From an optimization exercise on the open Yosys and OpenROAD flow, aimed at small area; shortcuts taken in it are not production practice. The RTL was checked by simulation tests, not by an equivalence proof against the original design. No activity file was given, so power comes from the tool's default toggle rates.

==> module UpDownCounter, before the edit <==
module UpDownCounter #(parameter WIDTH=8)(
	input clk,
	input reset, 
	input enable,  
	input dir,  
	output reg [WIDTH - 1:0] count  
	);
	always @ (posedge clk ) begin
		if (~reset) begin
			count <= 0;
		end
		if (enable) begin
			if(dir)
				count <= count + 1'b1;
			else
				count <= count - 1'b1;
		end
	end
endmodule
==> module QuadratureEncoderTop, before the edit <==
module QuadratureEncoderTop #(parameter N = 38, encCountBits = 26, precBits = 12, stp = 120218)(
	input clk,
	input reset,
	input A,
	input B,
	output Trvl,
	output FwdBck,  
	output[encCountBits - 1 : 0] encCount,
	output reg[11 : 0] inches,
	output[20 : 0] display
	);
	wire _A, _B;  
	wire dir;  
	wire change;  
	reg [10:0] frac;
	reg [5:0] delta;
	reg fresh;
	EncoderDigitalFilter 			InputAFilter(.clk(clk), .sig(A), .filteredSig(_A));
	EncoderDigitalFilter 			InputBFilter(.clk(clk), .sig(B), .filteredSig(_B));
	EncoderDecoder 					QuadratureEncoder(.clk(clk), .A(_A), .B(_B), .change(change), .direction(dir));
	UpDownCounter #(encCountBits) QuadPulseCounter(.clk(clk), .reset(reset), .enable(change), .dir(dir), .count(encCount));
	seven_seg							DigitZero( .digit(inches[3:0]), .seg_out(display[6:0]));
	seven_seg							DigitOne( .digit(inches[7:4]), .seg_out(display[13:7]));
	seven_seg							DigitTwo( .digit(inches[11:8]), .seg_out(display[20:14]));
	wire cF = (frac >= 11'd1331);
	wire cB = (frac < 11'd717);
	wire MvFwd = fresh ? (encCount == 26'd29) : (delta == (cF ? 6'd30 : 6'd29));
	wire MvBck = fresh ? (encCount == 26'h3ffffe2) : (delta == (cB ? 6'd34 : 6'd35));
	assign Trvl = MvFwd | MvBck;
	assign FwdBck = MvFwd;
	wire [5:0] step = change ? (dir ? 6'd1 : 6'h3f) : 6'd0;
	always @(posedge clk) begin
		fresh <= ~reset | (fresh & ~Trvl);
		delta <= (Trvl ? 6'd0 : delta) + step;
		if (~reset) begin
			inches <= 0;
			frac <= 0;
		end
		else if (MvFwd) begin
			inches <= inches + 1'b1;
			frac <= frac + 11'd717;
		end
		else if (MvBck) begin
			inches <= inches - 1'b1;
			frac <= frac - 11'd717;
		end
	end
endmodule
clock: 5.0 ns
lec_check: 0
cap_margin: 20
core_margin: 2
core_utilization: 40
slew_margin: 20
run.sh (not shown) runs the stock make flow with config.mk's settings and CLKGATE_MAP_FILE= SYNTH_SCRIPT=/design/flow/synth_recipe.tcl, a recipe that flattens the netlist after the stock synthesis.
The baseline finished with timing, DRC and antenna clean.
==> next run, changes <==
--- a/flow/design.v
+++ b/flow/design.v
@@ -28,13 +28,13 @@
 	assign direction = (A ^ _B);
 	always @ (posedge clk) begin
 		_A <= A;
 		_B <= B;
 	end
 endmodule 
-module UpDownCounter #(parameter WIDTH=8)(
+module UpDownCounter #(WIDTH=8)(
 	input clk,
 	input reset, 
 	input enable,  
 	input dir,  
 	output reg [WIDTH - 1:0] count  
 	);
@@ -72,54 +72,50 @@
 			4'hD : seg_out = 7'b0100001;
 			4'hE : seg_out = 7'b0000110;
 			4'hF : seg_out = 7'b0001110;
 			default: seg_out = 7'b1111111;
 		endcase
 endmodule
-module QuadratureEncoderTop #(parameter N = 38, encCountBits = 26, precBits = 12, stp = 120218)(
+module QuadratureEncoderTop #(N = 38, encCountBits = 26, precBits = 12, stp = 120218)(
 	input clk,
 	input reset,
 	input A,
 	input B,
 	output Trvl,
 	output FwdBck,  
 	output[encCountBits - 1 : 0] encCount,
 	output reg[11 : 0] inches,
 	output[20 : 0] display
 	);
+	reg[N - 1 : 0] Fwd, MP, Bck;  
 	wire _A, _B;  
+	wire MvFwd, MvBck;  
 	wire dir;  
 	wire change;  
-	reg [10:0] frac;
-	reg [5:0] delta;
-	reg fresh;
 	EncoderDigitalFilter 			InputAFilter(.clk(clk), .sig(A), .filteredSig(_A));
 	EncoderDigitalFilter 			InputBFilter(.clk(clk), .sig(B), .filteredSig(_B));
 	EncoderDecoder 					QuadratureEncoder(.clk(clk), .A(_A), .B(_B), .change(change), .direction(dir));
 	UpDownCounter #(encCountBits) QuadPulseCounter(.clk(clk), .reset(reset), .enable(change), .dir(dir), .count(encCount));
 	seven_seg							DigitZero( .digit(inches[3:0]), .seg_out(display[6:0]));
 	seven_seg							DigitOne( .digit(inches[7:4]), .seg_out(display[13:7]));
 	seven_seg							DigitTwo( .digit(inches[11:8]), .seg_out(display[20:14]));
-	wire cF = (frac >= 11'd1331);
-	wire cB = (frac < 11'd717);
-	wire MvFwd = fresh ? (encCount == 26'd29) : (delta == (cF ? 6'd30 : 6'd29));
-	wire MvBck = fresh ? (encCount == 26'h3ffffe2) : (delta == (cB ? 6'd34 : 6'd35));
+	assign MvFwd = (encCount == Fwd[N - 1 : precBits]);
+	assign MvBck = (encCount == Bck[N - 1 : precBits]);
 	assign Trvl = MvFwd | MvBck;
 	assign FwdBck = MvFwd;
-	wire [5:0] step = change ? (dir ? 6'd1 : 6'h3f) : 6'd0;
 	always @(posedge clk) begin
-		fresh <= ~reset | (fresh & ~Trvl);
-		delta <= (Trvl ? 6'd0 : delta) + step;
-		if (~reset) begin
-			inches <= 0;
-			frac <= 0;
+		Fwd <= ~reset ? (stp) : (Trvl ? (FwdBck ? (Fwd + stp) : (MP) ) : (Fwd));
+		MP  <= ~reset ? (0) : (Trvl ? (FwdBck ? (Fwd) : (Bck)) : (MP));
+		Bck <= ~reset ? (-stp) : (Trvl ? (FwdBck ? (MP) : (Bck - stp) ) : (Bck));
+		if(~reset) begin
+			inches = 0;
 		end
-		else if (MvFwd) begin
-			inches <= inches + 1'b1;
-			frac <= frac + 11'd717;
-		end
-		else if (MvBck) begin
-			inches <= inches - 1'b1;
-			frac <= frac - 11'd717;
+		else begin
+			if(encCount == Fwd[N - 1 : precBits]) begin
+				inches <= inches + 1'b1;
+			end
+			else if(encCount == Bck[N - 1 : precBits]) begin
+				inches <= inches - 1'b1;
+			end
 		end
 	end
 endmodule
Result: Routed wire length rises by 110%; clock power rises by 83%; setup slack got worse by 0.081 ns; area after synthesis rises by 89%; power rises by 40%; final area rises by 80%; global-route usage rises by 2.6 points; core utilization falls by 2.8 points; sequential share of layout area rises by 2.1 points.

afterwards: timing with drivers on the ports:
The results above use ideal ports. As a check the final layouts listed here were re-extracted and re-timed, cells and wires unchanged. Step 1 sets driving cells, clkbuf_16 on the clock port and buf_2 on the other inputs (assumed; they add their load-dependent delay and slew). Step 2 moves the port delays by t, midway between the first and last clock arrival at a register: inputs arrive t later, outputs are due t later. That takes back most of the time a late clock gives input paths. Slacks: ideal ports / drivers / drivers and shift; pairs: ideal ports / drivers.
run	t (ns)	setup slack, ns	pins driven straight from the clock port
the first run	0.385	0.609 / 0.609 / 0.609	1
the second run	0.477	0.529 / 0.511 / 0.529	1
After both steps every run listed still meets setup and hold.
